Context: an optimization exercise on an open-source flow, tuned for small area and a short achievable clock period. The choices shown serve that exercise and are no tape-out recipe.
Where RTL was checked, it was by simulation tests only, not by an equivalence proof against the original.

==> inputs of tundra <==
## MyMain
module MyMain( R, G, B,Vsync, Hsync,Display0, Display1, Display2, Display3, kyClk, kyData, clk,kd, c0, c1, c2, c3, rst);
Settings: LEC_CHECK=0, ABC_AREA=1, CAP_MARGIN=20, CORE_MARGIN=2, CORE_UTILIZATION=65, CTS_BUF_LIST=sky130_fd_sc_hd__clkbuf_8, CTS_CLUSTER_DIAMETER=100, CTS_CLUSTER_SIZE=40, PLACE_DENSITY=0.8, SLEW_MARGIN=20; clock period 125.0 ns.
standard.sh (not shown) runs the stock make flow with config.mk's settings and CLKGATE_MAP_FILE= SYNTH_SCRIPT=/design/flow/synth_recipe.tcl, a recipe that flattens the netlist after the stock synthesis.
==> flow/flow/run.sh <==
#!/bin/bash
set -o pipefail
export BUFFER_PORTS_ARGS="-buffer_cell sky130_fd_sc_hd__buf_2"
export SETUP_SLACK_MARGIN=98.9
export CTS_ARGS="-sink_clustering_enable -repair_clock_nets -dont_use_dummy_load -sink_clustering_size 40 -sink_clustering_max_diameter 100 -buf_list sky130_fd_sc_hd__clkbuf_8"
bash standard.sh 2>&1 | tee standard.log
==> lagoon (differences from tundra) <==
- ABC_AREA: 1 -> not set
==> juniper (differences from tundra) <==
--- a/flow/design.v
+++ b/flow/design.v
@@ -39,21 +39,18 @@
 wire last = (cycles >= 4'd10);                       
 wire [7:0] kd_s = (tempdata == 8'hf0 || keyup) ? 8'hf0 : tempdata;
 wire ku_s = (tempdata == 8'hf0);
 wire kd_en = fall && last && (gotStart || !kyData);
 wire gs = gotStart || !kyd_r;
-wire clr = rst || (fall_r && last);
-always @(posedge clk) begin
-	cycles <= clr ? 4'd0 : cycles + {3'd0, fall_r};
-	element <= clr ? 3'd0 : element + {2'd0, fall_r && gs && mid};
-end
 always @(posedge clk) begin
 	kyd_r <= kyData;
 	if (rst) begin
 		q <= 5'd21;
 		newKbClk <= 1'b0;
 		tempdata <= 8'd0;
+		cycles <= 4'd0;
+		element <= 3'd0;
 		gotStart <= 1'b0;
 		KeyData <= 8'd0;
 		keyup <= 1'b0;
 		fall_r <= 1'b0;
 	end else begin
@@ -61,18 +58,24 @@
 		newKbClk <= kyClk ? nk1 : nk0;
 		fall_r <= fall;
 		if (kd_en)
 			KeyData <= kd_s;
 		if (fall_r) begin
-			if (gs && mid)
+			if (gs && mid) begin
 				tempdata[element] <= kyd_r;
+				element <= element + 3'd1;
+			end
 			if (last) begin
+				cycles <= 4'd0;
+				element <= 3'd0;
 				gotStart <= 1'b0;
 				if (gs)
 					keyup <= ku_s;
-			end else
+			end else begin
+				cycles <= cycles + 4'd1;
 				gotStart <= gs;
+			end
 		end
 	end
 end
 endmodule
 module VGADriver(R, G, B, Vsync, Hsync, sysclk, curnum0, curnum1, curnum2, curnum3, Seg0, KeyData, rst);
@@ -96,10 +99,11 @@
 reg [1:0]  dxb, dyb;         
 reg [9:0]  XB;
 reg [8:0]  YB;
 reg        c1;               
 reg [8:0]  LG;
+reg [14:0] dcnt;             
 assign curnum1 = {3'b000, c1};
 assign curnum2 = 4'd0;
 assign curnum3 = 4'd0;
 wire win = c1 & curnum0[1];
 function [14:0] add;
@@ -169,13 +173,13 @@
 end
 wire [1:0] dx3 = Gl ? 2'b00 : kdx;
 wire [1:0] dy3 = Gl ? 2'b00 : kdy;
 wire [9:0]  xc = P ? 10'd308 : XB;
 wire [8:0]  yc = P ? 9'd432 : YB;
-wire [9:0]  Dpx = add({5'd0, xc}, ~{5'd0, XT}, 1'b1);   
+wire [10:0] Dpx = add({5'd0, xc}, ~{5'd0, XT}, 1'b1);   
 wire [9:0]  Dpy = add({6'd0, yc}, ~{6'd0, YT}, 1'b1);   
-wire dpx_hi = (Dpx[9:6] == 4'b1111);
+wire dpx_hi = (Dpx[10:6] == 5'b11111);
 wire dpy_hi = (Dpy[9:6] == 4'b0000);
 wire px_m = dpx_hi && (Dpx[5:0] >= 3);
 wire px_0 = dpx_hi && (Dpx[5:0] >= 2) && (Dpx[5:0] <= 62);
 wire px_p = dpx_hi && (Dpx[5:0] >= 1) && (Dpx[5:0] <= 61);
 wire py_m = dpy_hi && (Dpy[5:0] >= 3);
@@ -236,55 +240,32 @@
 wire bmove = (A_inc[1:0] == 2'd3);
 wire [1:0] sx = bmove ? cdxb : 2'b00;        
 wire [1:0] sy = bmove ? cdyb : 2'b00;
 wire [1:0] tx = pmove ? dx3 : 2'b00;         
 wire [1:0] ty = pmove ? dy3 : 2'b00;
-wire win_end = (YT == 9'd464) && (XT == 10'd885);    
-wire tickd = !iclk && draw;
-wire run = tickd && !win;
-wire wend = tickd && win && win_end;
-wire [9:0] X3 = (wend || run && (P || Gl)) ? 10'd308 : XB;
-wire [8:0] Y3 = (run && P) ? 9'd432 : (wend || run && Gl) ? 9'd332 : YB;
-wire [9:0] XT3 = (wend || run && Gl) ? 10'd340 : XT;
-wire [8:0] YT3 = (wend || run && Gl) ? 9'd445 : YT;
-wire [8:0] LG3 = (run && Gl) ? add({6'd0, LG}, 15'd25, 1'b0) : LG;
-wire [9:0] X4 = add({5'd0, X3}, step(run ? sx : 2'b00), 1'b0);
-wire [8:0] Y4 = add({6'd0, Y3}, step(run ? sy : 2'b00), 1'b0);
-wire wtick = tickd && win && !win_end;       
-wire xcarry = wtick && (XT == 10'd1023);
-wire [9:0] XT4 = add({5'd0, XT3}, step(run ? tx : {wtick, 1'b0}), 1'b0);
-wire [8:0] YT4 = add({6'd0, YT3}, step(run ? ty : {xcarry, 1'b0}), 1'b0);
-wire hwrap = !iclk && (HC >= 10'd836);
-wire [9:0] HC4 = (rst || hwrap) ? {9'd18, !rst} : add({5'd0, HC}, 15'd0, !iclk);
-wire [9:0] VC4 = (rst || hwrap && (VC >= 10'd556)) ? 10'd32 : add({5'd0, VC}, 15'd0, hwrap);
-wire [5:0] A4 = rst ? 6'd0 : add({9'd0, A_inc}, 15'd0, run);
-wire [8:0] LG4 = (rst || wend) ? 9'd37 : LG3;
-wire goal = run && Gl;
-wire [3:0] CN4 = (rst || wend || goal && curnum0 == 4'd9) ? 4'd0 : add({11'd0, curnum0}, 15'd0, goal);
-always @(posedge sysclk) begin
-	XB <= rst ? 10'd308 : X4;
-	YB <= rst ? 9'd332 : Y4;
-	XT <= rst ? 10'd340 : XT4;
-	YT <= rst ? 9'd445 : YT4;
-	HC <= HC4;
-	VC <= VC4;
-	A_inc <= A4;
-	LG <= LG4;
-	curnum0 <= CN4;
-end
-function win29;
+wire [9:0] X3 = (P || Gl) ? 10'd308 : XB;
+wire [8:0] Y3 = P ? 9'd432 : Gl ? 9'd332 : YB;
+wire [9:0] XT3 = Gl ? 10'd340 : XT;
+wire [8:0] YT3 = Gl ? 9'd445 : YT;
+wire [8:0] LG3 = Gl ? add({6'd0, LG}, 15'd25, 1'b0) : LG;
+wire [9:0] X4 = add({5'd0, X3}, step(sx), 1'b0);
+wire [8:0] Y4 = add({6'd0, Y3}, step(sy), 1'b0);
+wire [9:0] XT4 = add({5'd0, XT3}, step(tx), 1'b0);
+wire [8:0] YT4 = add({6'd0, YT3}, step(ty), 1'b0);
+function win30;
+	input [1:0] s;
 	input [4:0] v;       
-	win29 = (v >= 1) && (v <= 29);
+	win30 = sel(s, (v <= 28), (v >= 1) && (v <= 29), (v >= 2) && (v <= 30));
 endfunction
-wire [9:0]  Hb = add({5'd0, HC}, ~{5'd0, X4}, 1'b1);    
-wire [9:0]  Vb = add({5'd0, VC}, ~{6'd0, Y4}, 1'b1);    
-wire [9:0]  Hp = add({5'd0, HC}, ~{5'd0, XT4}, 1'b1);   
-wire [9:0]  Vp = add({5'd0, VC}, ~{6'd0, YT4}, 1'b1);   
-wire ball_x = (Hb[9:5] == 5'b00001) && win29(Hb[4:0]) && (X4 != 10'd3);
-wire ball_y = (Vb[9:5] == 5'b00000) && win29(Vb[4:0]) && (Y4 != 9'd31);
-wire pad_x = (Hp[9:5] == 5'b00000) && win29(Hp[4:0]);
-wire pad_y = (Vp[9:5] == 5'b00001) && win29(Vp[4:0]);
+wire [10:0] Hb = add({5'd0, HC}, ~{5'd0, X3}, 1'b1);    
+wire [9:0]  Vb = add({5'd0, VC}, ~{6'd0, Y3}, 1'b1);    
+wire [10:0] Hp = add({5'd0, HC}, ~{5'd0, XT3}, 1'b1);   
+wire [9:0]  Vp = add({5'd0, VC}, ~{6'd0, YT3}, 1'b1);   
+wire ball_x = (Hb[10:5] == 6'b000001) && win30(sx, Hb[4:0]) && !(X3 == 10'd4 && sx == 2'b11);
+wire ball_y = (Vb[9:5] == 5'b00000) && win30(sy, Vb[4:0]) && !(Y3 == 9'd32 && sy == 2'b11);
+wire pad_x = (Hp[10:5] == 6'b000000) && win30(tx, Hp[4:0]);
+wire pad_y = (Vp[9:5] == 5'b00001) && win30(ty, Vp[4:0]);
 wire center_on = (VC > 212) && (VC < 232) && (HC > 256) && (HC < 456);
 wire [9:0] Hl = add({5'd0, HC}, ~{6'd0, LG3}, 1'b1);    
 wire [9:0] Hr = add({5'd0, HC}, {6'd0, LG3}, 1'b0);     
 wire post_h = (Hl[9:6] == 4'b0000 && Hl[5:0] <= 8) || (Hr[9:6] == 4'b1011 && Hr[5:0] <= 8);
 wire post_on = (VC > 32) && (VC < 62) && post_h;
@@ -293,41 +274,74 @@
 	if (rst)
 		iclk <= 1'b0;
 	else
 		iclk <= ~iclk;
 end
+wire win_end = (dcnt == 15'd3020);
 always @(posedge sysclk) begin
 	if (rst) begin
+		HC <= 10'd36;
+		VC <= 10'd32;
 		dx <= 0;
 		dy <= 0;
+		XT <= 10'd340;
+		YT <= 9'd445;
+		A_inc <= 0;
 		dxb <= 2'b10;
 		dyb <= 0;
+		XB <= 10'd308;
+		YB <= 9'd332;
+		curnum0 <= 0;
 		c1 <= 0;
 		Seg0 <= 7'b1000000;
+		LG <= 9'd37;
+		dcnt <= 0;
 	end else if (!iclk) begin
 		if (draw) begin
 			if (!win) begin
 				dx <= dx3;
 				dy <= dy3;
 				dxb <= cdxb;
 				dyb <= cdyb;
+				XT <= XT4;
+				YT <= YT4;
+				XB <= X4;
+				YB <= Y4;
+				LG <= LG3;
+				A_inc <= add({9'd0, A_inc}, 15'd0, 1'b1);
 				if (Gl) begin
 					if (curnum0 == 4'd9) begin
+						curnum0 <= 4'd0;
 						Seg0 <= seg7(4'd0);
 						c1 <= 1'b1;
-					end else
+					end else begin
+						curnum0 <= add({11'd0, curnum0}, 15'd0, 1'b1);
 						Seg0 <= seg7(add({11'd0, curnum0}, 15'd0, 1'b1));
+					end
 				end
 			end else if (win_end) begin
+				dcnt <= 0;
+				LG <= 9'd37;
+				XT <= 10'd340;
+				YT <= 9'd445;
+				XB <= 10'd308;
+				YB <= 9'd332;
 				dx <= 0;
 				dy <= 0;
 				dyb <= 0;
 				dxb <= 2'b10;
+				curnum0 <= 0;
 				c1 <= 0;
 				Seg0 <= 7'b1000000;
-			end
+			end else
+				dcnt <= {dcnt[13:0], ~(dcnt[14] ^ dcnt[13])};
 		end
+		if (HC >= 10'd836) begin
+			HC <= 10'd37;
+			VC <= (VC >= 10'd556) ? 10'd32 : add({5'd0, VC}, 15'd0, 1'b1);
+		end else
+			HC <= add({5'd0, HC}, 15'd0, 1'b1);
 	end
 end
 always @(posedge sysclk) begin
 	if (rst) begin
 		Hsync <= 0; Vsync <= 0;
==> flow/run.sh (new file) <==
#!/bin/bash
# synth_recipe.tcl (not shown) runs the flow's synth.tcl, then flattens the netlist and writes it again
# the make line also repeats each setting of config.mk as NAME=value (left out here)
make -C /OpenROAD-flow-scripts/flow DESIGN_CONFIG=/design/flow/config.mk WORK_HOME=/design/flow/orfs CLKGATE_MAP_FILE= SYNTH_SCRIPT=/design/flow/synth_recipe.tcl finish
removed: flow/flow/run.sh
removed: flow/standard.sh
==> results_dict.tcl <==
set metrics [dict create \
    std_cell_rows 50 \
    p_leak_nw 6.02 \
    die_y_um 142 \
    cts_resized 9 \
    p_total_mw 0.113 \
    pg_clk_mw 0.0268 \
    p_comb_mw 0.0370 \
    grtUsageTotal 0.319 \
    grt.met3_usage 0.0649 \
    multi_input_area_share 0.629 \
    status "no timing/DRC/antenna violations" \
    max-slew-margin-rel 0.451 \
    bufAreaShareNonClock 0.0213 \
    area_growth_pct 4.36 \
]
# the run above: tundra

==> results_dict.tcl <==
set metrics [dict create \
    status "no timing/DRC/antenna violations" \
    die_y_um 142 \
    multi_input_area_share 0.681 \
    std_cell_rows 50 \
    grtUsageTotal 0.317 \
    p_total_mw 0.0847 \
    p_leak_nw 5.50 \
    cts_resized 9 \
]
# the run above: lagoon

==> results_dict.tcl <==
set metrics [dict create \
    highest_layer "met4" \
    die_y_um 149 \
    p_comb_mw 0.0860 \
    p_total_mw 0.181 \
    internal_power_mw 0.0979 \
    area_growth_pct 5.91 \
    crit_type "in2reg" \
    p_leak_nw 6.54 \
    multi_input_area_share 0.614 \
    std_cell_rows 52 \
    max-slew-margin-rel 0.184 \
    status "no timing/DRC/antenna violations" \
    grt.met3_usage 0.0574 \
    grtUsageTotal 0.329 \
    dr_total_vias 12788 \
    pg_clk_mw 0.0374 \
]
# the run above: juniper

Function not checked in tundra and lagoon: the RTL went through the layout flow alone.

==> static timing again, ports no longer ideal <==
The results above use ideal ports. As a check the final layouts listed here were re-extracted and re-timed, cells and wires unchanged. Step 1 assumes that a clkbuf_16 drives the clock port and a buf_2 every other input. Step 2 times the ports against the registers' clock, not the clock port: input delays grow and output delays shrink by t, the midpoint of the rising clock arrivals with the driver on. Three values: ideal ports, drivers, drivers and shift; two values: the first two.
run	t, ns	setup slack, ns	pins driven straight from the clock port
tundra	0.470	98.958 / 98.918 / 98.548	1
lagoon	0.482	98.941 / 98.902 / 98.654	1
juniper	0.499	97.996 / 98.017 / 97.518	1
After both steps setup and hold are still met in every run listed. The setup slack of juniper, which loses most, moves by +0.021 ns with the drivers and by -0.478 ns with both steps.
